What follows belongs to an exercise in optimizing a design on an open flow for small area, a short achievable clock period and few clock cycles per item; a production flow would make more cautious choices.
Function was checked by simulation only, so behaviour that the tests miss may differ from the original.
No activity file was given, so power comes from the tool's default toggle rates.

[flow/design.v]
module multiplier_1(
    input clk,
    input res_n,
    input start,
    output reg done,
    input [15:0] arg1,
    input [15:0] arg2,
    output reg [31:0] product
    );
    reg [1:0] cnt;             
    reg [15:0] S, C;               
    reg ci;                        
    reg [15:0] L;                  
    wire busy = (cnt != 0);
    wire [3:0] x = arg2[cnt*4 +: 4];
    wire [15:0] as = busy ? S : 16'd0;
    wire [15:0] ac = busy ? C : 16'd0;
    wire aci = busy & ci;
    wire [15:0] pp0 = x[0] ? arg1 : 16'd0;
    wire [15:0] pp1 = x[1] ? arg1 : 16'd0;
    wire [15:0] pp2 = x[2] ? arg1 : 16'd0;
    wire [15:0] pp3 = x[3] ? arg1 : 16'd0;
    wire s1;
    wire c2;
    wire s3;
    wire c4;
    wire s5;
    wire c6;
    wire s7;
    wire c8;
    wire s9;
    wire c10;
    wire s11;
    wire c12;
    wire s13;
    wire c14;
    wire s15;
    wire c16;
    wire s17;
    wire c18;
    wire s19;
    wire c20;
    wire s21;
    wire c22;
    wire s23;
    wire c24;
    wire s25;
    wire c26;
    wire s27;
    wire c28;
    wire s29;
    wire c30;
    wire s31;
    wire c32;
    wire s33;
    wire c34;
    wire s35;
    wire c36;
    wire s37;
    wire c38;
    wire s39;
    wire c40;
    wire s41;
    wire c42;
    wire s43;
    wire c44;
    wire s45;
    wire c46;
    wire s47;
    wire c48;
    wire s49;
    wire c50;
    wire s51;
    wire c52;
    wire s53;
    wire c54;
    wire s55;
    wire c56;
    wire s57;
    wire c58;
    wire s59;
    wire c60;
    wire s61;
    wire c62;
    wire s63;
    wire c64;
    wire s65;
    wire c66;
    wire s67;
    wire c68;
    wire s69;
    wire c70;
    wire s71;
    wire c72;
    wire s73;
    wire c74;
    wire s75;
    wire c76;
    wire s77;
    wire c78;
    wire s79;
    wire c80;
    wire s81;
    wire c82;
    wire s83;
    wire c84;
    wire s85;
    wire c86;
    wire s87;
    wire c88;
    wire s89;
    wire c90;
    wire s91;
    wire c92;
    wire s93;
    wire c94;
    wire s95;
    wire c96;
    wire s97;
    wire c98;
    wire s99;
    wire c100;
    wire s101;
    wire c102;
    wire s103;
    wire c104;
    wire s105;
    wire c106;
    wire s107;
    wire c108;
    wire s109;
    wire c110;
    wire s111;
    wire c112;
    wire s113;
    wire c114;
    wire s115;
    wire c116;
    wire s117;
    wire c118;
    wire s119;
    wire c120;
    wire s121;
    wire c122;
    wire s123;
    wire c124;
    wire s125;
    wire c126;
    wire s127;
    wire c128;
    wire s129;
    wire c130;
    assign {c2, s1} = as[2] + ac[2];
    assign {c4, s3} = as[3] + ac[3] + pp0[3];
    assign {c6, s5} = pp1[2] + pp2[1];
    assign {c8, s7} = as[4] + ac[4] + pp0[4];
    assign {c10, s9} = pp1[3] + pp2[2] + pp3[1];
    assign {c12, s11} = as[5] + ac[5] + pp0[5];
    assign {c14, s13} = pp1[4] + pp2[3] + pp3[2];
    assign {c16, s15} = as[6] + ac[6] + pp0[6];
    assign {c18, s17} = pp1[5] + pp2[4] + pp3[3];
    assign {c20, s19} = as[7] + ac[7] + pp0[7];
    assign {c22, s21} = pp1[6] + pp2[5] + pp3[4];
    assign {c24, s23} = as[8] + ac[8] + pp0[8];
    assign {c26, s25} = pp1[7] + pp2[6] + pp3[5];
    assign {c28, s27} = as[9] + ac[9] + pp0[9];
    assign {c30, s29} = pp1[8] + pp2[7] + pp3[6];
    assign {c32, s31} = as[10] + ac[10] + pp0[10];
    assign {c34, s33} = pp1[9] + pp2[8] + pp3[7];
    assign {c36, s35} = as[11] + ac[11] + pp0[11];
    assign {c38, s37} = pp1[10] + pp2[9] + pp3[8];
    assign {c40, s39} = as[12] + ac[12] + pp0[12];
    assign {c42, s41} = pp1[11] + pp2[10] + pp3[9];
    assign {c44, s43} = as[13] + ac[13] + pp0[13];
    assign {c46, s45} = pp1[12] + pp2[11] + pp3[10];
    assign {c48, s47} = as[14] + ac[14] + pp0[14];
    assign {c50, s49} = pp1[13] + pp2[12] + pp3[11];
    assign {c52, s51} = as[15] + ac[15] + pp0[15];
    assign {c54, s53} = pp1[14] + pp2[13] + pp3[12];
    assign {c56, s55} = pp1[15] + pp2[14];
    assign {c58, s57} = as[0] + ac[0];
    assign {c60, s59} = as[1] + ac[1] + pp0[1];
    assign {c62, s61} = s1 + pp0[2] + pp1[1];
    assign {c64, s63} = s3 + s5 + pp3[0];
    assign {c66, s65} = s7 + s9 + c4;
    assign {c68, s67} = s11 + s13 + c8;
    assign {c70, s69} = s15 + s17 + c12;
    assign {c72, s71} = s19 + s21 + c16;
    assign {c74, s73} = s23 + s25 + c20;
    assign {c76, s75} = s27 + s29 + c24;
    assign {c78, s77} = s31 + s33 + c28;
    assign {c80, s79} = s35 + s37 + c32;
    assign {c82, s81} = s39 + s41 + c36;
    assign {c84, s83} = s43 + s45 + c40;
    assign {c86, s85} = s47 + s49 + c44;
    assign {c88, s87} = s51 + s53 + c48;
    assign {c90, s89} = s55 + pp3[13] + c52;
    assign {c92, s91} = pp2[15] + pp3[14];
    assign {c94, s93} = s57 + aci;
    assign {c96, s95} = s59 + pp1[0] + c58;
    assign {c98, s97} = s61 + pp2[0] + c60;
    assign {c100, s99} = s63 + c2 + c62;
    assign {c102, s101} = s65 + c6 + c64;
    assign {c104, s103} = s67 + c10 + c66;
    assign {c106, s105} = s69 + c14 + c68;
    assign {c108, s107} = s71 + c18 + c70;
    assign {c110, s109} = s73 + c22 + c72;
    assign {c112, s111} = s75 + c26 + c74;
    assign {c114, s113} = s77 + c30 + c76;
    assign {c116, s115} = s79 + c34 + c78;
    assign {c118, s117} = s81 + c38 + c80;
    assign {c120, s119} = s83 + c42 + c82;
    assign {c122, s121} = s85 + c46 + c84;
    assign {c124, s123} = s87 + c50 + c86;
    assign {c126, s125} = s89 + c54 + c88;
    assign {c128, s127} = s91 + c56 + c90;
    assign {c130, s129} = pp3[15] + c92;
    wire [19:0] ra = {c130, s129, s127, s125, s123, s121, s119, s117, s115, s113, s111, s109, s107, s105, s103, s101, s99, s97, s95, s93};
    wire [19:0] rb = {1'b0, c128, c126, c124, c122, c120, c118, c116, c114, c112, c110, c108, c106, c104, c102, c100, c98, c96, c94, pp0[0]};
    wire [4:0] lo = ra[3:0] + rb[3:0];
    always @(*) product = {S + C + {15'd0, ci}, L};
    always @(posedge clk) begin
        if (!res_n) begin
            done <= 1'b0;
            cnt <= 0;
        end else if (!done && (busy || start)) begin
            cnt <= (cnt == 3) ? 0 : cnt + 1'b1;
            if (cnt == 3) done <= 1'b1;
        end
        if (!done) begin
            S <= ra[19:4];
            C <= rb[19:4];
            ci <= lo[4];
            L <= {lo[3:0], L[15:4]};
        end
    end
endmodule
[flow/flow/run.sh]
#!/bin/bash
# The standard layout, with every port buffered by a small buffer
# (sky130_fd_sc_hd__buf_1) instead of the default choice.
set -euo pipefail
bash standard.sh BUFFER_PORTS_ARGS="-buffer_cell sky130_fd_sc_hd__buf_1" > standard.log 2>&1
[flow/standard.sh]
#!/bin/bash
# synth_recipe.tcl (not shown) runs the flow's synth.tcl, then flattens the netlist and writes it again
# the make line also repeats each setting of config.mk as NAME=value (left out here)
make -C /OpenROAD-flow-scripts/flow DESIGN_CONFIG=/design/flow/config.mk WORK_HOME=/design/flow/orfs CLKGATE_MAP_FILE= SYNTH_SCRIPT=/design/flow/synth_recipe.tcl "${@:-finish}"
[flow/config.mk]
export PLATFORM = sky130hd
export DESIGN_NAME = multiplier_1
export DESIGN_NICKNAME = multiplier_1
export VERILOG_FILES = /design/flow/design.v
export SDC_FILE = /design/flow/constraint.sdc
export NUM_CORES = 4
export LEC_CHECK = 0
export CAP_MARGIN = 20
export CORE_MARGIN = 2
export CORE_UTILIZATION = 40
export PLACE_DENSITY = 0.6
export SLEW_MARGIN = 20
[flow/constraint.sdc]
create_clock -name core_clock -period 5.0 [get_ports {clk}]
set_input_delay 1.0000 -clock core_clock [delete_from_list [all_inputs] [get_ports {clk}]]
set_output_delay 1.0000 -clock core_clock [all_outputs]
set_load 0.01 [all_outputs]
==> reports/results.tsv, run 1 <==
stage	metric	value	unit
outcome	status	finished clean	
power	power_report.internal_total	0.00177	W
cells_and_area	nets	586	
synth	synth_cells	397	
floorplanning	floorplan.die_area	12000	um^2
timing	max_slew.worst_pin.slew	0.624	ns
cells_and_area	drive_gt1_share	4.09	%
synth	yosys_warnings	1	
floorplanning	placementRows	38	
floorplanning	die_w	110	um
floorplanning	initial_core_util	41.0	%
timing	final_critical_path_setup_slack	1.19	ns
floorplanning	ios	68	
clock_tree	worstSkewPairLatency	0.32	ns
global_route	grt_remaining_overflow	0	
timing	period_needed	3.81	ns
cells_and_area	diodes	0	
synth	mappedNetlistNets	520	
global_route	gr-usage-all-layers	16.4	%
synth	synthDominantAreaCellType	sky130_fd_sc_hd__edfxtp_1	
critical_path	crit_arrival	2.81	ns
clock_tree	cts-resized-gates	0	
placed_design	place.port_buffers	67	
timing	finalCritPeriodShare	76.2	%
clock_tree	buffer_cell_driving_the_clock_tree_root	sky130_fd_sc_hd__clkbuf_8	
clock_tree	cts_num_sinks	51	
route	final_antenna_net_count	0	
critical_path	critical_path_required	4.00	ns
cells_and_area	growth_of_design_area_from_synthesis_to_finish	11.6	%
critical_path	cp-start-kind	flop	
placed_design	place_ws	0.911	ns
power	p_leak	2.20	nW
route	avgRoutedWirePerCell	14.8	um
power	fraction_of_power_spent_switching_nets	45.7	%
timing	rsz0062_at_grt	no	
power	power.clock.fraction	8.1	%
critical_path	critical_path_class	flop to output pin	
min_path	hold_path_class	flop to flop	
clock_tree	clock_path_buffers	2	
power	net-switching-power	0.00149	W
timing	max_clock_freq	263	MHz
timing	tns	0	ns
route	drc	0	
clock_tree	cts_tree	yes	
route	num_vias	3012	
floorplanning	core	10900	um^2
synth	synth.top_cell.area_share	32.3	%
power	reg_power_share	27.1	%
synth	ys_seq_elements	51	
synth	ys.flop_type	sky130_fd_sc_hd__edfxtp_1	
timing	maxSlewHeadroom	58.4	%
global_route	first_global_vias	3171	
job	maxCapViolations	0	
synth	synth_seq_area_share	33.6	%
timing	clock-skew-final	0.00575	ns
clock_tree	clk_pin_slew_worst_paths	0.11	ns
global_route	grt_start_max_net_pins	50	
critical_path	critPathCaptureType	output pin	
power	vdd.ir_drop.worst	0.205	mV
synth	postSynthAreaPerCell	11.2	um^2
synth	synth_area_leaders	sky130_fd_sc_hd__edfxtp_1 (32%), sky130_fd_sc_hd__fa_1 (27%), sky130_fd_sc_hd__ha_1 (7.8%), sky130_fd_sc_hd__inv_1 (4.6%), sky130_fd_sc_hd__nand2_1 (4.2%)	
critical_path	rrSetupSlack	1.37	ns
placed_design	post_dp_hpwl	7280	um
floorplanning	die_height	110	um
power	share_comb_of_total_power	64.8	%
synth	synth_enable_flop_cells	48	
timing	final-setup-viol-count	0	
power	power_density	656	nW/um^2
synth	synth_area	4460	um^2
clock_tree	postCtsHoldBufs	0	
route	drt_pass_1_iters	4	
timing	hold_viol	0	
route	route.final.wire_length	8960	um
global_route	grt_antenna_before_repair	0	
clock_tree	tritoncts.num_buffers	5	
global_route	grt_pass1_wl	15000	um
route	first_iter_violations	126	
critical_path	critical_path_peak_fanout	3	
clock_tree	post-cts-setup-buffers	0	
clock_tree	cts_htree_levels	2	
timing	finalMaxSlewViolations	0	
placed_design	gpl.final_weighted_congestion	0.836	
synth	synth.distinct_cells	39	
route	post_drt_via_cell_ratio	4.99	
synth	synth-async-reset-ratio	0	%
metal layers:
| metal | global-route usage, % | wire length (um) | up-vias |
|---|---|---|---|
| li1 | - | - | 1423 |
| met1 | 22.3 | 4010 | 1495 |
| met2 | 27.4 | 4270 | 86 |
| met3 | 2.67 | 552 | 8 |
| met4 | 4.07 | 135 | 0 |
| met5 | 0 | 0 | - |
registers in the layout (all words and copies together) (netlist names):
signal and count:
L 16, cnt 2, C 15, done 1, ci 1, S 16
synthesized netlist by cell type, drive strengths merged, types with 7 or more instances:
master and number:
nor2b 27, o21ai 7, a21oi 15, inv 55
and2 21, nand2 50, fa 60, edfxtp 48
ha 28, xnor2 9, nor2 14, clkbuf 8
nand2b 10
area by class of cell:
class                      instances  area (um^2)
multi-input combinational        282         2720
sequential                        51         1500
timing repair buffer              68          279
tap                              140          175
inverter                          55          206
clock buffer                       5         68.8
clock inverter                     3         27.5
fill                            1026         5910
critical path: stages (launching register included):
cell                       delay [ns]
sky130_fd_sc_hd__edfxtp_1        0.39
sky130_fd_sc_hd__inv_1           0.11
sky130_fd_sc_hd__fa_1            0.19
sky130_fd_sc_hd__inv_1           0.05
sky130_fd_sc_hd__fa_1            0.40
sky130_fd_sc_hd__a21o_1          0.27
sky130_fd_sc_hd__a221oi_1        0.41
sky130_fd_sc_hd__o31a_1          0.28
sky130_fd_sc_hd__o21ai_2         0.09
sky130_fd_sc_hd__xor2_1          0.14
sky130_fd_sc_hd__buf_1           0.17
final timing paths:
| kind | startpoint | endpoint | depth (start not counted) |
|---|---|---|---|
| setup / recovery | C[0]$_DFFE_PN_ | product[30] | 10 |
| hold / removal | L[5]$_DFFE_PN_ | L[1]$_DFFE_PN_ | 0 |
| hold reg to reg | L[5]$_DFFE_PN_ | L[1]$_DFFE_PN_ | 0 |
| setup reg to reg | cnt[0]$_SDFFE_PN0P_ | ci$_DFFE_PN_ | 9 |
logic make-up (layout without fill, tap and decap cells):
logic type / Yosys count / after routing / share of synthesized area [%]
xor+xnor: 14 / 14 / 2.75
fa+ha+maj: 88 / 88 / 34.8
flops: 51 / 51 / 33.6
buf+inv: 64 / 131 / 5.41
compound gates: 44 / 44 / 6.61
simple gates: 132 / 132 / 14.8
mux: 4 / 4 / 2.02
power by group through the flow:
stage               combinational (W)  sequential (W)  clock (W)
floorplan                     0.00153        0.000904          0
global placement              0.00208        0.000901          0
detailed placement            0.00216        0.000903          0
CTS                           0.00217        0.000893   0.000273
global route                  0.00245        0.000913   0.000282
finish                        0.00212        0.000886   0.000265
through the flow:
stage	utilization (%)	hold WS, ns	cells	cell area [um^2]	power [W]
after floorplan	-	0.499	397	4460	0.00243
after global placement	44.6	0.426	595	4860	0.00298
after detailed placement	44.6	0.433	595	4860	0.00307
after CTS	45.5	0.460	603	4950	0.00334
after global routing	45.8	0.469	604	4980	0.00365
final	45.8	0.457	604	4980	0.00327
layout by cell type (no fill, tap or decap), types with 3 or more instances in the layout:
cell | synthesis | final
sky130_fd_sc_hd__buf_1 | 0 | 67
sky130_fd_sc_hd__fa_1 | 60 | 60
sky130_fd_sc_hd__inv_1 | 55 | 54
sky130_fd_sc_hd__nand2_1 | 50 | 50
sky130_fd_sc_hd__edfxtp_1 | 48 | 48
sky130_fd_sc_hd__nor2b_1 | 27 | 27
sky130_fd_sc_hd__ha_1 | 28 | 27
sky130_fd_sc_hd__and2_1 | 21 | 21
sky130_fd_sc_hd__a21oi_1 | 15 | 15
sky130_fd_sc_hd__nor2_1 | 14 | 14
sky130_fd_sc_hd__nand2b_1 | 10 | 10
sky130_fd_sc_hd__xnor2_1 | 9 | 9
sky130_fd_sc_hd__o21a_1 | 5 | 5
sky130_fd_sc_hd__xor2_1 | 5 | 5
sky130_fd_sc_hd__clkbuf_8 | 0 | 5
sky130_fd_sc_hd__mux4_2 | 4 | 4
sky130_fd_sc_hd__a21o_1 | 4 | 4
sky130_fd_sc_hd__o21ai_0 | 4 | 4
sky130_fd_sc_hd__dfxtp_1 | 3 | 3
Testbench counts, summed over its fixed seeds: cycles 952, items 192.
==> inputs of run 2 (changes only) <==
--- a/flow/config.mk
+++ b/flow/config.mk
@@ -11,2 +11,3 @@
 export PLACE_DENSITY = 0.6
+export SETUP_SLACK_MARGIN = 1.6
 export SLEW_MARGIN = 20
==> run 2 against run 1 <==
Compared with the run above: non-clock buffer count grew 8; critical path type unchanged; first-iteration DRC count grew 3.2%; still clean; fmax grew 7.1%; sequential share of layout area shrank 1.1 points; largest cell class unchanged; critical endpoint unchanged; largest power group unchanged; utilization grew 1.7 points; highest routed layer unchanged.
==> reports/results.tsv, run 2 <==
stage	metric	value	unit
outcome	status	finished clean	
clock_tree	buffer_cell_driving_the_clock_tree_root	sky130_fd_sc_hd__clkbuf_8	
cells_and_area	growth_of_design_area_from_synthesis_to_finish	15.8	%
synth	synth_enable_flop_cells	48	
power	vdd.ir_drop.worst	0.209	mV
min_path	hold_path_class	flop to flop	
timing	rsz0062_at_grt	yes	
cells_and_area	leading_cell_type_in_the_layout_fill_and_taps_excluded	sky130_fd_sc_hd__buf_1	
floorplanning	core	10900	um^2
timing	finalCritPeriodShare	71.1	%
clock_tree	tritoncts.num_buffers	5	
synth	mappedNetlistNets	520	
floorplanning	floorplan.die_area	12000	um^2
global_route	grt_remaining_overflow	0	
floorplanning	ios	68	
timing	maxSlewHeadroom	42.4	%
global_route	grt_antenna_before_repair	0	
synth	synth_cells	397	
timing	period_needed	3.56	ns
clock_tree	clock_path_buffers	2	
critical_path	critical_path_required	4.00	ns
placed_design	place.port_buffers	67	
floorplanning	die_height	110	um
job	maxCapViolations	0	
power	reg_power_share	25.9	%
timing	max_slew.worst_pin.slew	0.863	ns
placed_design	gpl.final_weighted_congestion	0.848	
global_route	gr-usage-all-layers	17.0	%
clock_tree	clk_pin_slew_worst_paths	0.11	ns
timing	final_critical_path_setup_slack	1.44	ns
critical_path	worst-path-buf-inv	3	
timing	finalMaxSlewViolations	0	
power	power_report.internal_total	0.00189	W
critical_path	crit_arrival	2.56	ns
critical_path	max_stage_delay	0.42	ns
cells_and_area	drive_gt1_share	12.7	%
power	net-switching-power	0.00155	W
power	power.clock.fraction	7.7	%
placed_design	detailed_place.area	4880	um^2
route	final_antenna_net_count	0	
cells_and_area	most_frequent_cells_in_the_layout	sky130_fd_sc_hd__buf_1 (62), sky130_fd_sc_hd__inv_1 (52), sky130_fd_sc_hd__fa_1 (51)	
timing	tns	0	ns
route	drc	0	
synth	synth.top_cell.area_share	32.3	%
critical_path	critPathCaptureType	output pin	
synth	synth-compound-area-share	6.61	%
critical_path	critical_path_peak_fanout	3	
critical_path	rrSetupSlack	1.74	ns
synth	ys_seq_elements	51	
critical_path	cp-start-kind	flop	
synth	postSynthAreaPerCell	11.2	um^2
route	post_drt_via_cell_ratio	5.01	
synth	ys.flop_type	sky130_fd_sc_hd__edfxtp_1	
synth	synthSimpleGateAreaFrac	14.8	%
synth	main_combinational_cell_family_by_area_after_synthesis	adder cells	
critical_path	crit_chain	inv_2, fa_2, inv_2, fa_2, a21o_4, a221oi_4, o31a_1, o21ai_2, xor2_1, buf_2	
global_route	grt_start_max_net_pins	50	
timing	hold_viol	0	
synth	synthDominantAreaCellType	sky130_fd_sc_hd__edfxtp_1	
cells_and_area	diodes	0	
synth	synth_seq_area_share	33.6	%
critical_path	timing.rr.end	ci$_DFFE_PN_	
global_route	grt_pass1_wl	15500	um
synth	synthAdderAreaFrac	34.8	%
timing	final-setup-viol-count	0	
min_path	min_path_cells	0	
synth	synth-xor-area-share	2.75	%
floorplanning	die_w	110	um
placed_design	post_dp_hpwl	7320	um
synth	synth_area	4460	um^2
route	drt_pass_1_iters	4	
critical_path	worst_path_dominant_cell_family	compound AO/OA/AOI/OAI gates	
synth	synth_area_leaders	sky130_fd_sc_hd__edfxtp_1 (32%), sky130_fd_sc_hd__fa_1 (27%), sky130_fd_sc_hd__ha_1 (7.8%), sky130_fd_sc_hd__inv_1 (4.6%), sky130_fd_sc_hd__nand2_1 (4.2%)	
timing	clock-skew-final	0.0124	ns
cells_and_area	utilization	47.5	%
synth	synth.distinct_cells	39	
clock_tree	cts_tree	yes	
floorplanning	initial_core_util	41.0	%
critical_path	regToRegStartpoint	cnt[1]$_SDFFE_PN0P_	
critical_path	critical_path_class	flop to output pin	
clock_tree	cts_htree_levels	2	
route	route.final.wire_length	9400	um
clock_tree	worstSkewPairLatency	0.32	ns
power	share_comb_of_total_power	66.4	%
synth	synth.mux.area_fraction	2.02	%
clock_tree	postCtsHoldBufs	0	
global_route	first_global_vias	3198	
synth	yosys_warnings	1	
power	p_leak	2.25	nW
critical_path	worstRegToRegCells	10	
min_path	hold_path_end	L[7]$_DFFE_PN_	
placed_design	place_ws	0.956	ns
route	avgRoutedWirePerCell	15.4	um
timing	max_clock_freq	281	MHz
min_path	timing.hold.worst.start	L[11]$_DFFE_PN_	
floorplanning	placementRows	38	
cells_and_area	stdcell_area	5170	um^2
synth	yosys-top-cells-count	sky130_fd_sc_hd__fa_1 (60), sky130_fd_sc_hd__inv_1 (55), sky130_fd_sc_hd__nand2_1 (50), sky130_fd_sc_hd__edfxtp_1 (48), sky130_fd_sc_hd__ha_1 (28)	
critical_path	critPathSlowestCell	sky130_fd_sc_hd__edfxtp_1	
synth	yosys.cell_count.top_type	sky130_fd_sc_hd__fa_1	
clock_tree	cts_num_sinks	51	
cells_and_area	nets	594	
power	fraction_of_power_spent_switching_nets	45.1	%
synth	synth-async-reset-ratio	0	%
power	power_density	665	nW/um^2
cells_and_area	biggest_regs	L x16, S x16, C x15	
route	num_vias	3068	
route	first_iter_violations	130	
run 2: cell types whose count changed in the layout (fill, tap and decap cells not counted), moves of 2 or more:
cell,before,now
sky130_fd_sc_hd__buf_1,67,62
sky130_fd_sc_hd__and2_4,0,3
sky130_fd_sc_hd__buf_2,0,5
sky130_fd_sc_hd__buf_4,0,7
sky130_fd_sc_hd__a221oi_4,0,2
sky130_fd_sc_hd__inv_1,54,52
sky130_fd_sc_hd__a21o_1,4,2
sky130_fd_sc_hd__fa_2,0,9
sky130_fd_sc_hd__a21oi_1,15,11
sky130_fd_sc_hd__ha_1,27,25
sky130_fd_sc_hd__and2_1,21,18
sky130_fd_sc_hd__fa_1,60,51
sky130_fd_sc_hd__a21oi_2,0,4
run 2: cell type report:
class	count	area, um^2
Clock inverter	3	27.5
Inverter	55	208
Sequential cell	51	1500
Timing Repair Buffer	76	337
Multi-Input combinational cell	282	2850
Fill cell	1004	5720
Tap cell	140	175
Clock buffer	5	68.8
run 2: metal layers:
metal,GRT usage [%],up-vias,wire length [um]
met5,0,-,0
met4,4.70,0,181
met3,3.79,11,566
met2,27.9,79,4590
met1,22.7,1536,4070
li1,-,1442,-
run 2: power groups by stage:
| stage | Sequential (W) | Clock [W] | Combinational (W) |
|---|---|---|---|
| floorplan | 0.000904 | 0 | 0.00153 |
| global placement | 0.000894 | 0 | 0.00209 |
| detailed placement | 0.000901 | 0 | 0.00213 |
| CTS | 0.000893 | 0.000274 | 0.00225 |
| global route | 0.000913 | 0.000288 | 0.00261 |
| finish | 0.000889 | 0.000265 | 0.00228 |
run 2: cells by family (layout without fill, tap and decap cells):
kind of cell             Yosys count  in the layout
AND/OR/NAND/NOR                  132            132
AO/OA/AOI/OAI                     44             44
multiplexers                       4              4
adder cells (fa/ha/maj)           88             88
flip-flops                        51             51
buffers and inverters             64            139
XOR/XNOR                          14             14
run 2: worst max path at each step:
stage	start	end	slack, ns	cells past startpoint
detailed placement	arg2[12]	ci$_DFFE_PN_	0.96	10
CTS	C[0]$_DFFE_PN_	product[28]	1.40	10
global route	C[0]$_DFFE_PN_	product[30]	1.33	10
global placement	arg2[13]	ci$_DFFE_PN_	1.04	11
floorplan	arg2[12]	ci$_DFFE_PN_	1.20	10
finish	C[0]$_DFFE_PN_	product[30]	1.44	10
run 2: timing repair:
action	CTS	global route
gates resized for setup	18	17
endpoints found under the setup margin	14	19
pin swaps	10	14
setup buffers	4	4
run 2: per-stage QoR:
step | cells | power (W) | hold WS (ns)
after floorplan | 397 | 0.00243 | 0.499
after global placement | 596 | 0.00299 | 0.425
after detailed placement | 596 | 0.00303 | 0.434
after CTS | 608 | 0.00342 | 0.456
after global routing | 612 | 0.00381 | 0.469
final | 612 | 0.00344 | 0.451
==> inputs of run 3 (changes only) <==
--- a/flow/config.mk
+++ b/flow/config.mk
@@ -11,3 +11,3 @@
 export PLACE_DENSITY = 0.6
-export SETUP_SLACK_MARGIN = 1.6
+export SETUP_SLACK_MARGIN = 2.2
 export SLEW_MARGIN = 20
==> run 3 against run 2 <==
Compared with the run above: still clean; clock power is 15% higher; combinational power grew 11%; worst setup slack got worse by 0.031 ns; first-iteration DRC count grew 6.9%; largest cell class unchanged.
==> reports/results.tsv, run 3 <==
stage	metric	value	unit
route	avgRoutedWirePerCell	15.5	um
route	drt_pass_1_iters	4	
synth	synth.top_cell.area_share	32.3	%
clock_tree	worstSkewPairLatency	0.31	ns
cells_and_area	leading_cell_type_in_the_layout_fill_and_taps_excluded	sky130_fd_sc_hd__buf_1	
synth	synth_area	4460	um^2
job	maxCapViolations	0	
cells_and_area	most_frequent_cells_in_the_layout	sky130_fd_sc_hd__buf_1 (52), sky130_fd_sc_hd__inv_1 (49), sky130_fd_sc_hd__edfxtp_1 (48)	
synth	synth-async-reset-ratio	0	%
floorplanning	die_height	110	um
route	first_iter_violations	139	
synth	yosys_warnings	1	
cells_and_area	filler_cell_count	984	
outcome	status	finished clean	
placed_design	place_ws	0.924	ns
route	post_drt_via_cell_ratio	4.97	
synth	yosys.cell_count.top_type	sky130_fd_sc_hd__fa_1	
power	power_density	682	nW/um^2
critical_path	critPathCaptureType	output pin	
synth	synth.distinct_cells	39	
cells_and_area	biggest_regs	L x16, S x16, C x15	
cells_and_area	sequential_cell_area	1500	um^2
route	route.final.wire_length	9610	um
synth	ys.flop_type	sky130_fd_sc_hd__edfxtp_1	
placed_design	post_dp_hpwl	7380	um
critical_path	crit_chain	inv_2, fa_2, inv_2, fa_2, a21o_4, a221oi_4, o221ai_2, a21oi_2, xnor2_1, buf_2	
route	drc	0	
global_route	gr-usage-all-layers	17.7	%
critical_path	worst-path-buf-inv	3	
power	vdd.ir_drop.worst	0.239	mV
timing	final_critical_path_setup_slack	1.41	ns
placed_design	place.port_buffers	67	
timing	max_slew.worst_pin.slew	0.872	ns
cells_and_area	growth_of_design_area_from_synthesis_to_finish	23.1	%
timing	clock-skew-final	0.00978	ns
cells_and_area	diodes	0	
placed_design	gpl.final_weighted_congestion	0.830	
clock_tree	cts_htree_levels	2	
cells_and_area	multiInputGateArea	3060	um^2
min_path	hold_path_class	flop to flop	
critical_path	critPathSlowestCell	sky130_fd_sc_hd__edfxtp_1	
timing	finalMaxSlewViolations	0	
critical_path	critical_path_peak_fanout	3	
critical_path	max_stage_delay	0.40	ns
cells_and_area	nets	602	
synth	synthDominantAreaCellType	sky130_fd_sc_hd__edfxtp_1	
floorplanning	initial_core_util	41.0	%
global_route	grt_antenna_before_repair	0	
timing	maxSlewHeadroom	41.9	%
clock_tree	clock_path_buffers	2	
timing	final-setup-viol-count	0	
timing	tns	0	ns
global_route	grt_remaining_overflow	0	
clock_tree	buffer_cell_driving_the_clock_tree_root	sky130_fd_sc_hd__clkbuf_8	
cells_and_area	drive_gt1_share	27.3	%
timing	rsz0062_at_grt	yes	
clock_tree	postCtsHoldBufs	0	
clock_tree	cts_tree	yes	
route	final_antenna_net_count	0	
clock_tree	tritoncts.num_buffers	5	
synth	synth_area_leaders	sky130_fd_sc_hd__edfxtp_1 (32%), sky130_fd_sc_hd__fa_1 (27%), sky130_fd_sc_hd__ha_1 (7.8%), sky130_fd_sc_hd__inv_1 (4.6%), sky130_fd_sc_hd__nand2_1 (4.2%)	
critical_path	cp-start-kind	flop	
floorplanning	core	10900	um^2
critical_path	worst_path_dominant_cell_family	compound AO/OA/AOI/OAI gates	
global_route	first_global_vias	3285	
synth	synth_cells	397	
synth	synth_enable_flop_cells	48	
global_route	grt_start_max_net_pins	50	
global_route	grt_pass1_wl	16200	um
synth	yosys-top-cells-count	sky130_fd_sc_hd__fa_1 (60), sky130_fd_sc_hd__inv_1 (55), sky130_fd_sc_hd__nand2_1 (50), sky130_fd_sc_hd__edfxtp_1 (48), sky130_fd_sc_hd__ha_1 (28)	
critical_path	crit_arrival	2.59	ns
synth	ys_seq_elements	51	
timing	finalCritPeriodShare	71.7	%
floorplanning	floorplan.die_area	12000	um^2
clock_tree	cts_num_sinks	51	
floorplanning	ios	68	
floorplanning	die_w	110	um
timing	hold_viol	0	
floorplanning	placementRows	38	
timing	max_clock_freq	279	MHz
synth	synth_seq_area_share	33.6	%
critical_path	critical_path_required	4.00	ns
clock_tree	clk_pin_slew_worst_paths	0.11	ns
power	p_leak	2.32	nW
critical_path	critical_path_class	flop to output pin	
route	num_vias	3080	
timing	period_needed	3.59	ns
synth	postSynthAreaPerCell	11.2	um^2
synth	mappedNetlistNets	520	
power	report.power.total	0.00375	W
[run 3: layout make-up]
type	count	share of cell area, %
Inverter	55	3.78
Multi-Input combinational cell	282	55.7
Timing Repair Buffer	84	7.92
Sequential cell	51	27.3
Clock buffer	5	1.25
Tap cell	140	3.19
Clock inverter	3	0.842
[run 3: per-layer routing]
layer	vias up	GRT usage, %	part of all wire (%)
met5	-	0	0
met4	0	4.34	1.7
met3	9	2.55	4.4
met2	66	29.6	49
met1	1552	24.4	45
li1	1453	-	-
[run 3: worst paths after layout]
path / from / endpoint / slack (ns) / cells past startpoint
worst max-delay path: C[0]$_DFFE_PN_ / product[28] / 1.41 / 10
worst min-delay path: L[4]$_DFFE_PN_ / L[0]$_DFFE_PN_ / 0.46 / 0
worst max register to register: cnt[1]$_SDFFE_PN0P_ / ci$_DFFE_PN_ / 1.58 / 10
worst min register to register: L[4]$_DFFE_PN_ / L[0]$_DFFE_PN_ / 0.46 / 0
[run 3: worst reg2reg max path: cells and delay by family, from the launching register on]
family,cells,cell delay (ns)
compound gates,1,0.07
buf+inv,2,0.14
fa+ha+maj,5,2.11
flops,1,0.47
simple gates,2,0.38
[run 3: what timing repair did]
action                     4_1_cts  5_1_grt
resized for setup               71       12
setup endpoints to repair       48       48
cloned                           1        0
setup buffers                   13        2
pin swaps                       43       20
[run 3: power by group]
part | switching (W) | internal (W) | leakage, nW
Sequential | 0.000111 | 0.000791 | 0.559
Combinational | 0.00137 | 0.00117 | 1.71
Clock | 0.000154 | 0.000151 | 0.0548
[run 3: cell families after synthesis]
| kind of cell | after synthesis | share of synthesized area, % |
|---|---|---|
| AO/OA/AOI/OAI | 44 | 6.61 |
| XOR/XNOR | 14 | 2.75 |
| adder cells (fa/ha/maj) | 88 | 34.8 |
| buffers and inverters | 64 | 5.41 |
| flip-flops | 51 | 33.6 |
| multiplexers | 4 | 2.02 |
| AND/OR/NAND/NOR | 132 | 14.8 |
[run 3: metrics by stage]
stage	cells	utilization [%]	area (um^2)	hold WS, ns
after floorplan	397	-	4600	0.499
after global placement	596	45.5	4960	0.428
after detailed placement	596	45.5	4960	0.437
after CTS	618	50.0	5440	0.459
after global routing	620	50.5	5500	0.472
final	620	50.5	5500	0.458
==> inputs of run 4 (changes only) <==
--- a/flow/design.v
+++ b/flow/design.v
@@ -14,3 +14,4 @@
     wire busy = (cnt != 0);
-    wire [3:0] x = arg2[cnt*4 +: 4];
+    reg [3:0] xr;                 
+    wire [3:0] x = busy ? xr : arg2[3:0];
     wire [15:0] as = busy ? S : 16'd0;
@@ -234,2 +235,3 @@
             L <= {lo[3:0], L[15:4]};
+            xr <= arg2[(cnt+1'b1)*4 +: 4];
         end
--- a/flow/config.mk
+++ b/flow/config.mk
@@ -11,3 +11,3 @@
 export PLACE_DENSITY = 0.6
-export SETUP_SLACK_MARGIN = 2.2
+export SETUP_SLACK_MARGIN = 1.6
 export SLEW_MARGIN = 20
==> run 4 against run 3 <==
Compared with the run above: synthesized area grew 4.3%; utilization down 3.5 points; clock skew shrank 0.0035 ns; clock-buffer cell count unchanged; hold slack worse by 0.0020 ns; total power is 3.3% lower; worst setup slack better by 0.16 ns; register-to-register slack better by 0.09 ns.
==> reports/results.tsv, run 4 <==
stage	metric	value	unit
critical_path	critical_path_peak_fanout	3	
critical_path	timing.rr.end	ci$_DFFE_PN_	
timing	max_slew.worst_pin.slew	0.898	ns
critical_path	critPathSlowestCell	sky130_fd_sc_hd__edfxtp_1	
cells_and_area	drive_gt1_share	8.65	%
clock_tree	clk_pin_slew_worst_paths	0.08	ns
route	num_vias	3128	
cells_and_area	filler_cell_count	1077	
clock_tree	tritoncts.num_buffers	5	
synth	synth.distinct_cells	39	
route	drc	0	
floorplanning	die_height	112	um
clock_tree	cts_htree_levels	2	
floorplanning	placementRows	39	
power	vdd.ir_drop.worst	0.328	mV
synth	main_combinational_cell_family_by_area_after_synthesis	adder cells	
critical_path	critical_path_class	flop to output pin	
timing	tns	0	ns
clock_tree	clock_path_buffers	2	
route	first_iter_violations	160	
synth	synth-xor-area-share	2.82	%
synth	synth-async-reset-ratio	0	%
timing	clock-skew-final	0.00624	ns
clock_tree	worstSkewPairLatency	0.30	ns
cells_and_area	growth_of_design_area_from_synthesis_to_finish	14.8	%
route	route.final.wire_length	9770	um
synth	mappedNetlistNets	546	
route	wl_met1	4520	um
synth	synth_cells	423	
synth	ys_seq_elements	55	
critical_path	crit_chain	inv_2, fa_2, inv_2, fa_2, a21oi_4, or2_1, a41oi_2, a31oi_1, xnor2_1, buf_2	
min_path	hold_path_end	L[10]$_DFFE_PN_	
global_route	grt_pass1_wl	16000	um
critical_path	worst_path_dominant_cell_family	adder cells	
synth	synth_area	4660	um^2
critical_path	worstRegToRegCells	12	
floorplanning	die_w	112	um
critical_path	critPathCaptureType	output pin	
placed_design	place.port_buffers	67	
route	met3_length	546	um
critical_path	critical_path_required	4.00	ns
placed_design	post-place-cells	624	
synth	ys.flop_type	sky130_fd_sc_hd__edfxtp_1	
power	p_leak	2.37	nW
synth	synth_area_leaders	sky130_fd_sc_hd__edfxtp_1 (34%), sky130_fd_sc_hd__fa_1 (26%), sky130_fd_sc_hd__ha_1 (7.5%), sky130_fd_sc_hd__nand2_1 (4.9%), sky130_fd_sc_hd__inv_1 (4.3%)	
route	final_antenna_net_count	0	
floorplanning	floorplan.die_area	12500	um^2
global_route	gr-usage-all-layers	16.2	%
critical_path	crit_arrival	2.42	ns
timing	hold_viol	0	
floorplanning	core	11400	um^2
cells_and_area	stdcell_area	5350	um^2
critical_path	cp-start-kind	flop	
route	avgRoutedWirePerCell	15.3	um
cells_and_area	most_frequent_cells_in_the_layout	sky130_fd_sc_hd__buf_1 (64), sky130_fd_sc_hd__nand2_1 (60), sky130_fd_sc_hd__fa_1 (58)	
placed_design	post_dp_hpwl	7680	um
route	top_layer	met4	
cells_and_area	diodes	0	
job	maxCapViolations	0	
outcome	status	finished clean	
cells_and_area	nets	619	
timing	rsz0062_at_grt	yes	
route	post_drt_via_cell_ratio	4.89	
synth	synth.mux.area_fraction	1.83	%
timing	finalMaxSlewViolations	0	
global_route	grt_antenna_before_repair	0	
synth	synth-compound-area-share	5.75	%
route	detailed_routed_wire_length_on_met2	4560	um
floorplanning	ios	68	
placed_design	detailed_place.area	5050	um^2
critical_path	regToRegStartpoint	cnt[1]$_SDFFE_PN0P_	
global_route	first_global_vias	3226	
min_path	timing.hold.worst.start	L[14]$_DFFE_PN_	
power	power_density	678	nW/um^2
cells_and_area	finalNonFillerCells	640	
synth	synthAdderAreaFrac	33.3	%
synth	yosys.cell_count.top_type	sky130_fd_sc_hd__nand2_1	
clock_tree	cts_tree	yes	
timing	max_clock_freq	292	MHz
critical_path	max_stage_delay	0.42	ns
timing	final-setup-viol-count	0	
clock_tree	buffer_cell_driving_the_clock_tree_root	sky130_fd_sc_hd__clkbuf_16	
cells_and_area	leading_cell_type_in_the_layout_fill_and_taps_excluded	sky130_fd_sc_hd__buf_1	
synth	synthSimpleGateAreaFrac	16.2	%
route	drt_pass_1_iters	4	
timing	finalCritPeriodShare	68.4	%
timing	maxSlewHeadroom	40.2	%
floorplanning	initial_core_util	41.0	%
synth	yosys_warnings	1	
timing	period_needed	3.42	ns
cells_and_area	biggest_regs	L x16, S x16, C x15	
synth	postSynthAreaPerCell	11.0	um^2
global_route	grt_start_max_net_pins	54	
critical_path	worst-path-buf-inv	3	
critical_path	rrSetupSlack	1.67	ns
critical_path	startpoint	C[0]$_DFFE_PN_	
clock_tree	cts_num_sinks	55	
min_path	hold_path_class	flop to flop	
synth	synthDominantAreaCellType	sky130_fd_sc_hd__edfxtp_1	
min_path	min_path_cells	0	
placed_design	gpl.final_weighted_congestion	0.848	
synth	synth_seq_area_share	34.8	%
synth	synth.top_cell.area_share	33.5	%
synth	synth_enable_flop_cells	52	
global_route	grt_remaining_overflow	0	
synth	yosys-top-cells-count	sky130_fd_sc_hd__nand2_1 (61), sky130_fd_sc_hd__fa_1 (60), sky130_fd_sc_hd__inv_1 (53), sky130_fd_sc_hd__edfxtp_1 (52), sky130_fd_sc_hd__ha_1 (28)	
run 4: cells by family (layout without fill, tap and decap cells):
group,after synthesis,after routing
and+or+nand+nor,152,152
adders and majority gates,88,88
buffers and inverters,63,137
DFF,55,55
AOI/OAI and AO/OA,42,42
xor gates and xnor gates,15,15
muxes,8,8
run 4: what timing repair did:
item                                    in CTS  in global routing
hold buffers                                 0                  0
resized for setup                           16                 11
setup buffers                                5                  2
pin swaps                                    5                  3
cloned                                       0                  1
endpoints found under the setup margin      22                 15
run 4: worst reg2reg max path, cell delays in order, from the launching register on:
cell                       delay, ns
sky130_fd_sc_hd__dfxtp_4        0.40
sky130_fd_sc_hd__inv_2          0.06
sky130_fd_sc_hd__ha_4           0.18
sky130_fd_sc_hd__buf_12         0.15
sky130_fd_sc_hd__mux2_4         0.33
sky130_fd_sc_hd__nand2_2        0.07
sky130_fd_sc_hd__fa_1           0.42
sky130_fd_sc_hd__fa_1           0.49
sky130_fd_sc_hd__inv_1          0.05
sky130_fd_sc_hd__fa_1           0.43
sky130_fd_sc_hd__ha_1           0.33
sky130_fd_sc_hd__o21ai_1        0.09
sky130_fd_sc_hd__nand2b_1       0.07
run 4: routing by layer:
metal	GRT usage (%)	vias to the layer above
li1	-	1516
met1	22.6	1519
met2	25.7	83
met3	3.65	10
met4	4.61	0
met5	0	-
run 4: cell type report:
type / instances / area (um^2) / area share, %
multi-input cells: 305 / 2840 / 53.1
flip-flops and latches: 55 / 1630 / 30.5
repair buffers: 76 / 353 / 6.60
inverters: 53 / 200 / 3.74
well taps: 143 / 179 / 3.35
clock buffers: 5 / 125 / 2.34
clock inverters: 3 / 23.8 / 0.445
run 4: power by group:
part           internal [W]  switching [W]  leakage [nW]
logic              0.000982        0.00130          1.69
registers          0.000856       0.000122         0.604
clock network      0.000189       0.000173        0.0734
run 4: worst max-delay path by stage:
| stage | end | slack [ns] | cells past startpoint |
|---|---|---|---|
| 2_1_floorplan | ci$_DFFE_PN_ | 1.48 | 10 |
| 5_1_grt | product[28] | 1.49 | 10 |
| 6_report | product[26] | 1.58 | 10 |
| 3_3_place_gp | ci$_DFFE_PN_ | 1.30 | 13 |
| 3_5_place_dp | ci$_DFFE_PN_ | 1.25 | 13 |
| 4_1_cts | ci$_DFFE_PN_ | 1.58 | 12 |
run 4: through the flow:
| stage | util (%) | worst slack (ns) | power, W | hold slack [ns] |
|---|---|---|---|---|
| 2_1_floorplan | - | 1.48 | 0.00256 | 0.499 |
| 3_3_place_gp | 44.5 | 1.30 | 0.00313 | 0.428 |
| 3_5_place_dp | 44.5 | 1.25 | 0.00318 | 0.433 |
| 4_1_cts | 46.4 | 1.58 | 0.00361 | 0.452 |
| 5_1_grt | 47.0 | 1.49 | 0.00401 | 0.469 |
| 6_report | 47.0 | 1.58 | 0.00363 | 0.456 |
Testbench counts of run 4, summed over its fixed seeds: cycles 952, items 192.
==> inputs of run 5 (changes only) <==
--- a/flow/design.v
+++ b/flow/design.v
@@ -14,4 +14,3 @@
     wire busy = (cnt != 0);
-    reg [3:0] xr;                 
-    wire [3:0] x = busy ? xr : arg2[3:0];
+    wire [3:0] x = arg2[cnt*4 +: 4];
     wire [15:0] as = busy ? S : 16'd0;
@@ -235,3 +234,2 @@
             L <= {lo[3:0], L[15:4]};
-            xr <= arg2[(cnt+1'b1)*4 +: 4];
         end
==> flow/run.sh (new file) <==
#!/bin/bash
# synth_recipe.tcl (not shown) runs the flow's synth.tcl, then flattens the netlist and writes it again
# the make line also repeats each setting of config.mk as NAME=value (left out here)
make -C /OpenROAD-flow-scripts/flow DESIGN_CONFIG=/design/flow/config.mk WORK_HOME=/design/flow/orfs CLKGATE_MAP_FILE= SYNTH_SCRIPT=/design/flow/synth_recipe.tcl finish
--- a/flow/config.mk
+++ b/flow/config.mk
@@ -11,3 +11,2 @@
 export PLACE_DENSITY = 0.6
-export SETUP_SLACK_MARGIN = 1.6
 export SLEW_MARGIN = 20
removed: flow/flow/run.sh
removed: flow/standard.sh
==> run 5 against run 4 <==
Compared with the run above: critical path type unchanged; combinational power increased by 5%; total power shrank 1.8%; sequential share of layout area fell by 2.5 points; first-iteration DRC count shrank 16%; utilization grew 2.4 points; non-clock buffer count is 8 lower.
==> reports/results.tsv, run 5 <==
stage	metric	value	unit
outcome	status	finished clean	
clock_tree	tritoncts.num_buffers	5	
clock_tree	clock_path_buffers	2	
route	first_iter_violations	134	
synth	ys_seq_elements	51	
power	power_report.internal_total	0.00207	W
route	post_drt_via_cell_ratio	4.95	
synth	main_combinational_cell_family_by_area_after_synthesis	adder cells	
synth	synth.distinct_cells	39	
clock_tree	cts-resized-gates	0	
timing	tns	0	ns
timing	max_clock_freq	238	MHz
synth	yosys-top-cells-count	sky130_fd_sc_hd__fa_1 (60), sky130_fd_sc_hd__inv_1 (55), sky130_fd_sc_hd__nand2_1 (50), sky130_fd_sc_hd__edfxtp_1 (48), sky130_fd_sc_hd__ha_1 (28)	
synth	synth-xor-area-share	2.75	%
clock_tree	worstSkewPairLatency	0.32	ns
critical_path	critPathCaptureType	output pin	
route	avgRoutedWirePerCell	15.1	um
synth	ys.flop_type	sky130_fd_sc_hd__edfxtp_1	
critical_path	rrSetupSlack	1.33	ns
critical_path	critical_path_peak_fanout	3	
cells_and_area	diodes	0	
power	power.clock.fraction	7.3	%
synth	synth_area	4460	um^2
synth	mappedNetlistNets	520	
synth	synth_area_leaders	sky130_fd_sc_hd__edfxtp_1 (32%), sky130_fd_sc_hd__fa_1 (27%), sky130_fd_sc_hd__ha_1 (7.8%), sky130_fd_sc_hd__inv_1 (4.6%), sky130_fd_sc_hd__nand2_1 (4.2%)	
placed_design	post_dp_hpwl	7460	um
floorplanning	initial_core_util	41.0	%
floorplanning	die_w	110	um
timing	clock-skew-final	0.0143	ns
critical_path	critical_path_required	4.00	ns
timing	finalCritPeriodShare	84.1	%
clock_tree	clk_pin_slew_worst_paths	0.11	ns
critical_path	worst-path-buf-inv	3	
critical_path	cp-start-kind	flop	
global_route	first_global_vias	3210	
synth	synth_enable_flop_cells	48	
synth	synthDominantAreaCellType	sky130_fd_sc_hd__edfxtp_1	
power	reg_power_share	25.1	%
cells_and_area	filler_cell_count	998	
floorplanning	core	10900	um^2
route	drt_pass_1_iters	4	
route	drc	0	
min_path	hold_path_class	flop to flop	
critical_path	worst_path_dominant_cell_family	compound AO/OA/AOI/OAI gates	
power	fraction_of_power_spent_switching_nets	42.0	%
global_route	grt_antenna_before_repair	0	
cells_and_area	growth_of_design_area_from_synthesis_to_finish	20.4	%
synth	synth_seq_area_share	33.6	%
critical_path	critical_path_class	flop to output pin	
cells_and_area	drive_gt1_share	3.88	%
synth	synthAdderAreaFrac	34.8	%
synth	synthSimpleGateAreaFrac	14.8	%
power	share_comb_of_total_power	67.6	%
route	num_vias	2990	
clock_tree	cts_tree	yes	
power	report.power.total	0.00356	W
critical_path	crit_arrival	3.20	ns
route	final_antenna_net_count	0	
power	power_density	663	nW/um^2
timing	period_needed	4.20	ns
synth	synth-compound-area-share	6.61	%
timing	hold_viol	0	
floorplanning	placementRows	38	
synth	yosys.cell_count.top_type	sky130_fd_sc_hd__fa_1	
timing	max_slew.worst_pin.slew	0.863	ns
timing	rsz0062_at_grt	no	
timing	finalMaxSlewViolations	0	
synth	synth-async-reset-ratio	0	%
synth	postSynthAreaPerCell	11.2	um^2
placed_design	place.port_buffers	67	
global_route	gr-usage-all-layers	16.9	%
cells_and_area	nets	586	
synth	synth.top_cell.area_share	32.3	%
global_route	grt_remaining_overflow	0	
power	vdd.ir_drop.worst	0.255	mV
cells_and_area	biggest_regs	L x16, S x16, C x15	
power	net-switching-power	0.00150	W
synth	synth_cells	397	
synth	synth.mux.area_fraction	2.02	%
cells_and_area	most_frequent_cells_in_the_layout	sky130_fd_sc_hd__clkdlybuf4s50_1 (67), sky130_fd_sc_hd__fa_1 (60), sky130_fd_sc_hd__inv_1 (54)	
timing	maxSlewHeadroom	42.4	%
clock_tree	cts_num_sinks	51	
global_route	grt_start_max_net_pins	50	
critical_path	critPathSlowestCell	sky130_fd_sc_hd__clkdlybuf4s50_1	
synth	yosys_warnings	1	
clock_tree	cts_htree_levels	2	
timing	final-setup-viol-count	0	
floorplanning	ios	68	
cells_and_area	leading_cell_type_in_the_layout_fill_and_taps_excluded	sky130_fd_sc_hd__clkdlybuf4s50_1	
clock_tree	postCtsHoldBufs	0	
floorplanning	die_height	110	um
floorplanning	floorplan.die_area	12000	um^2
power	p_leak	2.37	nW
clock_tree	post-cts-setup-buffers	0	
route	route.final.wire_length	9100	um
clock_tree	buffer_cell_driving_the_clock_tree_root	sky130_fd_sc_hd__clkbuf_8	
critical_path	max_stage_delay	0.56	ns
job	maxCapViolations	0	
critical_path	crit_chain	inv_1, fa_1, inv_1, fa_1, a21o_1, a221oi_2, o221ai_1, a21oi_1, xnor2_1, clkdlybuf4s50_1	
global_route	grt_pass1_wl	15500	um
placed_design	gpl.final_weighted_congestion	0.827	
-- run 5: cell types whose count changed in the layout (fill, tap and decap cells not counted), moves of 5 or more --
cell	change
sky130_fd_sc_hd__clkbuf_16	-6
sky130_fd_sc_hd__clkbuf_8	+5
sky130_fd_sc_hd__nand2_1	-10
sky130_fd_sc_hd__o21ai_0	-6
sky130_fd_sc_hd__inv_1	+8
sky130_fd_sc_hd__inv_2	-6
sky130_fd_sc_hd__buf_1	-64
sky130_fd_sc_hd__buf_4	-6
sky130_fd_sc_hd__clkdlybuf4s50_1	+67
-- run 5: stage by stage --
stage	worst slack [ns]	hold slack, ns	cells	utilization [%]	instance area, um^2
2_1_floorplan	1.10	0.499	397	-	4460
3_3_place_gp	0.663	0.429	596	48.5	5280
3_5_place_dp	0.576	0.438	596	48.5	5280
4_1_cts	0.781	0.457	604	49.4	5380
5_1_grt	0.614	0.475	604	49.4	5380
6_report	0.796	0.455	604	49.4	5380
-- run 5: logic make-up after synthesis --
| kind of cell | Yosys count |
|---|---|
| buffers and inverters | 64 |
| flip-flops | 51 |
| AO/OA/AOI/OAI | 44 |
| adder cells (fa/ha/maj) | 88 |
| AND/OR/NAND/NOR | 132 |
| XOR/XNOR | 14 |
| multiplexers | 4 |
-- run 5: final timing paths --
| path | start | end | cells after the start |
|---|---|---|---|
| worst max-delay path | C[0]$_DFFE_PN_ | product[28] | 10 |
| worst min-delay path | L[7]$_DFFE_PN_ | L[3]$_DFFE_PN_ | 0 |
| worst max register to register | cnt[0]$_SDFFE_PN0P_ | ci$_DFFE_PN_ | 10 |
| worst min register to register | L[7]$_DFFE_PN_ | L[3]$_DFFE_PN_ | 0 |
-- run 5: worst reg2reg max path, cell delays in order, from the launching register on --
cell	delay (ns)
sky130_fd_sc_hd__dfxtp_1	0.55
sky130_fd_sc_hd__inv_1	0.11
sky130_fd_sc_hd__ha_1	0.42
sky130_fd_sc_hd__nand2b_1	0.32
sky130_fd_sc_hd__fa_1	0.54
sky130_fd_sc_hd__fa_1	0.53
sky130_fd_sc_hd__inv_1	0.06
sky130_fd_sc_hd__fa_1	0.45
sky130_fd_sc_hd__ha_1	0.31
sky130_fd_sc_hd__o21ai_0	0.08
sky130_fd_sc_hd__nand2b_1	0.07
-- run 5: power by group through the flow --
| stage | clock (W) | sequential, W | combinational [W] |
|---|---|---|---|
| 2_1_floorplan | 0 | 0.000904 | 0.00153 |
| 3_3_place_gp | 0 | 0.000901 | 0.00240 |
| 3_5_place_dp | 0 | 0.000910 | 0.00246 |
| 4_1_cts | 0.000266 | 0.000899 | 0.00247 |
| 5_1_grt | 0.000281 | 0.000919 | 0.00276 |
| 6_report | 0.000260 | 0.000893 | 0.00241 |
-- run 5: layout make-up --
cell class | count | area [um^2] | share of cell area (%)
Timing Repair Buffer | 68 | 678 | 12.6
Clock buffer | 5 | 68.8 | 1.28
Sequential cell | 51 | 1500 | 27.9
Clock inverter | 3 | 23.8 | 0.442
Multi-Input combinational cell | 282 | 2720 | 50.6
Tap cell | 140 | 175 | 3.26
Inverter | 55 | 208 | 3.86
-- run 5: metal layers --
layer | part of all wire (%) | routed length (um) | GRT usage [%]
met1 | 44 | 3970 | 23.5
met2 | 48 | 4410 | 28.1
met3 | 7.3 | 665 | 3.26
met4 | 0.63 | 57 | 2.71
met5 | 0 | 0 | 0
Testbench counts of run 5, summed over its fixed seeds: cycles 952, items 192.
==> inputs of run 6 (changes only) <==
==> flow/flow/run.sh (new file) <==
#!/bin/bash
# The standard layout, with every port buffered by a small buffer
# (sky130_fd_sc_hd__buf_2) instead of the default choice.
set -euo pipefail
bash standard.sh BUFFER_PORTS_ARGS="-buffer_cell sky130_fd_sc_hd__buf_2" > standard.log 2>&1
==> flow/standard.sh (new file) <==
#!/bin/bash
# synth_recipe.tcl (not shown) runs the flow's synth.tcl, then flattens the netlist and writes it again
# the make line also repeats each setting of config.mk as NAME=value (left out here)
make -C /OpenROAD-flow-scripts/flow DESIGN_CONFIG=/design/flow/config.mk WORK_HOME=/design/flow/orfs CLKGATE_MAP_FILE= SYNTH_SCRIPT=/design/flow/synth_recipe.tcl "${@:-finish}"
removed: flow/run.sh
==> run 6 against run 5 <==
Compared with the run above: clock skew fell by 0.0024 ns; fmax increased by 12%; utilization is 3.1 points lower; critical path type unchanged; via count about the same; sequential share of layout area is 1.9 points higher; sequential power is essentially flat; critical endpoint unchanged; clock power decreased by 3%; hold slack worse by 0.0074 ns; clock-buffer cell count stayed put.
==> reports/results.tsv, run 6 <==
stage	metric	value	unit
outcome	status	finished clean	
timing	period_needed	3.76	ns
power	fraction_of_power_spent_switching_nets	44.6	%
synth	synth_seq_area_share	33.6	%
synth	mappedNetlistNets	520	
global_route	first_global_vias	3123	
clock_tree	cts_tree	yes	
power	p_leak	2.37	nW
route	avgRoutedWirePerCell	14.7	um
floorplanning	floorplan.die_area	12000	um^2
synth	synth.distinct_cells	39	
floorplanning	placementRows	38	
timing	max_clock_freq	266	MHz
critical_path	critical_path_required	4.00	ns
synth	synth_area	4460	um^2
cells_and_area	leading_cell_type_in_the_layout_fill_and_taps_excluded	sky130_fd_sc_hd__buf_2	
synth	synth_cells	397	
synth	ys.flop_type	sky130_fd_sc_hd__edfxtp_1	
critical_path	critPathCaptureType	output pin	
clock_tree	buffer_cell_driving_the_clock_tree_root	sky130_fd_sc_hd__clkbuf_8	
critical_path	worstRegToRegCells	12	
timing	max_slew.worst_pin.slew	0.861	ns
synth	synthDominantAreaCellType	sky130_fd_sc_hd__edfxtp_1	
clock_tree	tritoncts.num_buffers	5	
synth	yosys_warnings	1	
min_path	hold_path_end	L[2]$_DFFE_PN_	
cells_and_area	most_frequent_cells_in_the_layout	sky130_fd_sc_hd__buf_2 (67), sky130_fd_sc_hd__fa_1 (60), sky130_fd_sc_hd__inv_1 (54)	
route	first_iter_violations	132	
cells_and_area	drive_gt1_share	18.4	%
cells_and_area	sequential_cell_area	1500	um^2
power	reg_power_share	27.1	%
timing	finalMaxSlewViolations	0	
clock_tree	worstSkewPairLatency	0.31	ns
cells_and_area	biggest_regs	L x16, S x16, C x15	
power	power.clock.fraction	7.6	%
timing	finalCritPeriodShare	75.2	%
job	maxCapViolations	0	
critical_path	timing.rr.end	ci$_DFFE_PN_	
cells_and_area	filler_cell_count	1055	
power	net-switching-power	0.00147	W
clock_tree	clock_path_buffers	2	
cells_and_area	growth_of_design_area_from_synthesis_to_finish	12.8	%
route	drt_pass_1_iters	4	
route	post_drt_via_cell_ratio	4.96	
cells_and_area	nets	585	
clock_tree	cts-resized-gates	0	
route	route.final.wire_length	8880	um
critical_path	worst_path_dominant_cell_family	compound AO/OA/AOI/OAI gates	
timing	final-setup-viol-count	0	
critical_path	critPathSlowestCell	sky130_fd_sc_hd__fa_1	
timing	maxSlewHeadroom	42.6	%
placed_design	post_dp_hpwl	7260	um
clock_tree	cts_htree_levels	2	
critical_path	max_stage_delay	0.41	ns
global_route	grt_remaining_overflow	0	
cells_and_area	multiInputGateArea	2720	um^2
global_route	grt_antenna_before_repair	0	
global_route	grt_start_max_net_pins	50	
synth	yosys.cell_count.top_type	sky130_fd_sc_hd__fa_1	
synth	synth_enable_flop_cells	48	
power	vdd.ir_drop.worst	0.212	mV
cells_and_area	diodes	0	
floorplanning	die_height	110	um
critical_path	regToRegStartpoint	cnt[0]$_SDFFE_PN0P_	
global_route	gr-usage-all-layers	16.2	%
synth	ys_seq_elements	51	
critical_path	cp-start-kind	flop	
critical_path	crit_chain	inv_1, fa_1, inv_1, fa_1, a21o_1, a221oi_2, o221ai_1, a21oi_1, xnor2_1, buf_2	
timing	clock-skew-final	0.0119	ns
min_path	hold_path_class	flop to flop	
critical_path	worst-path-buf-inv	3	
floorplanning	core	10900	um^2
synth	postSynthAreaPerCell	11.2	um^2
synth	synth_area_leaders	sky130_fd_sc_hd__edfxtp_1 (32%), sky130_fd_sc_hd__fa_1 (27%), sky130_fd_sc_hd__ha_1 (7.8%), sky130_fd_sc_hd__inv_1 (4.6%), sky130_fd_sc_hd__nand2_1 (4.2%)	
critical_path	critical_path_peak_fanout	3	
clock_tree	clk_pin_slew_worst_paths	0.11	ns
timing	rsz0062_at_grt	no	
power	share_comb_of_total_power	65.3	%
synth	synth.top_cell.area_share	32.3	%
timing	hold_viol	0	
placed_design	place.port_buffers	67	
floorplanning	ios	68	
power	power_density	654	nW/um^2
timing	holdWs	0.448	ns
floorplanning	initial_core_util	41.0	%
route	drc	0	
route	num_vias	2989	
route	final_antenna_net_count	0	
floorplanning	die_w	110	um
critical_path	critical_path_class	flop to output pin	
clock_tree	post-cts-setup-buffers	0	
synth	yosys-top-cells-count	sky130_fd_sc_hd__fa_1 (60), sky130_fd_sc_hd__inv_1 (55), sky130_fd_sc_hd__nand2_1 (50), sky130_fd_sc_hd__edfxtp_1 (48), sky130_fd_sc_hd__ha_1 (28)	
global_route	grt_pass1_wl	14800	um
critical_path	crit_arrival	2.76	ns
synth	synth-async-reset-ratio	0	%
placed_design	gpl.final_weighted_congestion	0.818	
power	power_report.internal_total	0.00183	W
min_path	timing.hold.worst.start	L[6]$_DFFE_PN_	
timing	tns	0	ns
min_path	min_path_cells	0	
critical_path	rrSetupSlack	1.37	ns
clock_tree	postCtsHoldBufs	0	
clock_tree	cts_num_sinks	51	
run 6: cell counts after synthesis:
Identical to the previous run, type by type.
run 6: worst max path at each step:
stage | startpoint | end | slack (ns) | cells after the start
3_5_place_dp | arg2[12] | ci$_DFFE_PN_ | 0.89 | 10
5_1_grt | S[0]$_DFFE_PN_ | product[28] | 1.05 | 10
3_3_place_gp | arg2[12] | L[15]$_DFFE_PN_ | 0.97 | 11
6_report | S[0]$_DFFE_PN_ | product[28] | 1.24 | 10
2_1_floorplan | arg2[12] | ci$_DFFE_PN_ | 1.10 | 10
4_1_cts | S[0]$_DFFE_PN_ | product[28] | 1.23 | 10
run 6: layer usage:
layer | vias up | track usage [%] | share of wire (%)
li1 | 1418 | - | -
met1 | 1495 | 21.9 | 44
met4 | 0 | 3.71 | 1.6
met3 | 7 | 2.49 | 4.8
met5 | - | 0 | 0
met2 | 69 | 27.4 | 49
run 6: final cells by class:
class | instances | area share [%]
clock buffers | 5 | 1.37
clock inverters | 3 | 0.497
inverters | 55 | 4.12
multi-input cells | 282 | 54.1
flip-flops and latches | 51 | 29.8
well taps | 140 | 3.48
repair buffers | 67 | 6.66
run 6: per-stage QoR:
stage                     total power [W]  setup WS (ns)  cells  util, %  area [um^2]
after CTS                         0.00336           1.23    603     46.3         5040
after floorplan                   0.00243           1.10    397        -         4460
final                             0.00329           1.24    603     46.3         5040
after detailed placement          0.00310          0.887    595     45.4         4940
after global routing              0.00367           1.05    603     46.3         5040
after global placement            0.00304          0.973    595     45.4         4940
run 6: cells by family (layout without fill, tap and decap cells):
logic type	Yosys count	count (layout)	synth area share (%)
and+or+nand+nor	132	132	14.8
AOI/OAI and AO/OA	44	44	6.61
buffers and inverters	64	130	5.41
DFF	51	51	33.6
adders and majority gates	88	88	34.8
muxes	4	4	2.02
xor gates and xnor gates	14	14	2.75
run 6: worst register-to-register path, cell delays in order, from the launching register on:
cell	delay, ns
sky130_fd_sc_hd__dfxtp_1	0.43
sky130_fd_sc_hd__inv_1	0.13
sky130_fd_sc_hd__ha_2	0.59
sky130_fd_sc_hd__nor2b_1	0.16
sky130_fd_sc_hd__ha_1	0.34
sky130_fd_sc_hd__inv_1	0.06
sky130_fd_sc_hd__fa_1	0.48
sky130_fd_sc_hd__fa_1	0.51
sky130_fd_sc_hd__inv_1	0.04
sky130_fd_sc_hd__ha_1	0.31
sky130_fd_sc_hd__nor2b_1	0.14
sky130_fd_sc_hd__o21ai_0	0.15
sky130_fd_sc_hd__nand2b_1	0.07
run 6: power by group through the flow:
stage	Sequential, W	Clock (W)	Combinational, W
global placement	0.000898	0	0.00214
floorplan	0.000904	0	0.00153
CTS	0.000896	0.000261	0.00221
detailed placement	0.000906	0	0.00220
global route	0.000918	0.000271	0.00249
finish	0.000891	0.000252	0.00215

==> what the ideal ports hide <==
No port has a modelled driver above. Below, the same layouts with a new extraction and two added sets of constraints. Step 1: set_driving_cell puts a clkbuf_16 on clk and a buf_2 on each other input, an assumption about the parent block. Step 2 moves the port delays by t, midway between the first and last clock arrival at a register: inputs arrive t later, outputs are due t later. That takes back most of the time a late clock gives input paths. Slacks: ideal / step 1 / step 2; pairs: ideal / step 1.
run | t (ns) | setup slack, ns | worst setup path after step 2 | latest minus earliest clock arrival (ns) | worst register clock-pin slew, ns
run 1 | 0.347 | 1.191 / 1.158 / 0.916 | input to register | 0.006 / 0.005 | 0.11 / 0.11
run 2 | 0.347 | 1.445 / 1.409 / 1.168 | input to register | 0.013 / 0.012 | 0.11 / 0.11
run 3 | 0.343 | 1.414 / 1.379 / 1.118 | input to register | 0.011 / 0.010 | 0.11 / 0.11
run 4 | 0.335 | 1.578 / 1.544 / 1.416 | input to register | 0.006 / 0.006 | 0.08 / 0.08
run 5 | 0.343 | 0.796 / 0.764 / 0.600 | input to register | 0.016 / 0.016 | 0.11 / 0.11
run 6 | 0.337 | 1.238 / 1.205 / 0.921 | input to register | 0.012 / 0.012 | 0.11 / 0.11
After both steps every run listed still meets setup and hold. For run 6, which loses most, drivers alone change the setup slack by -0.033 ns; drivers and shift together by -0.317 ns.
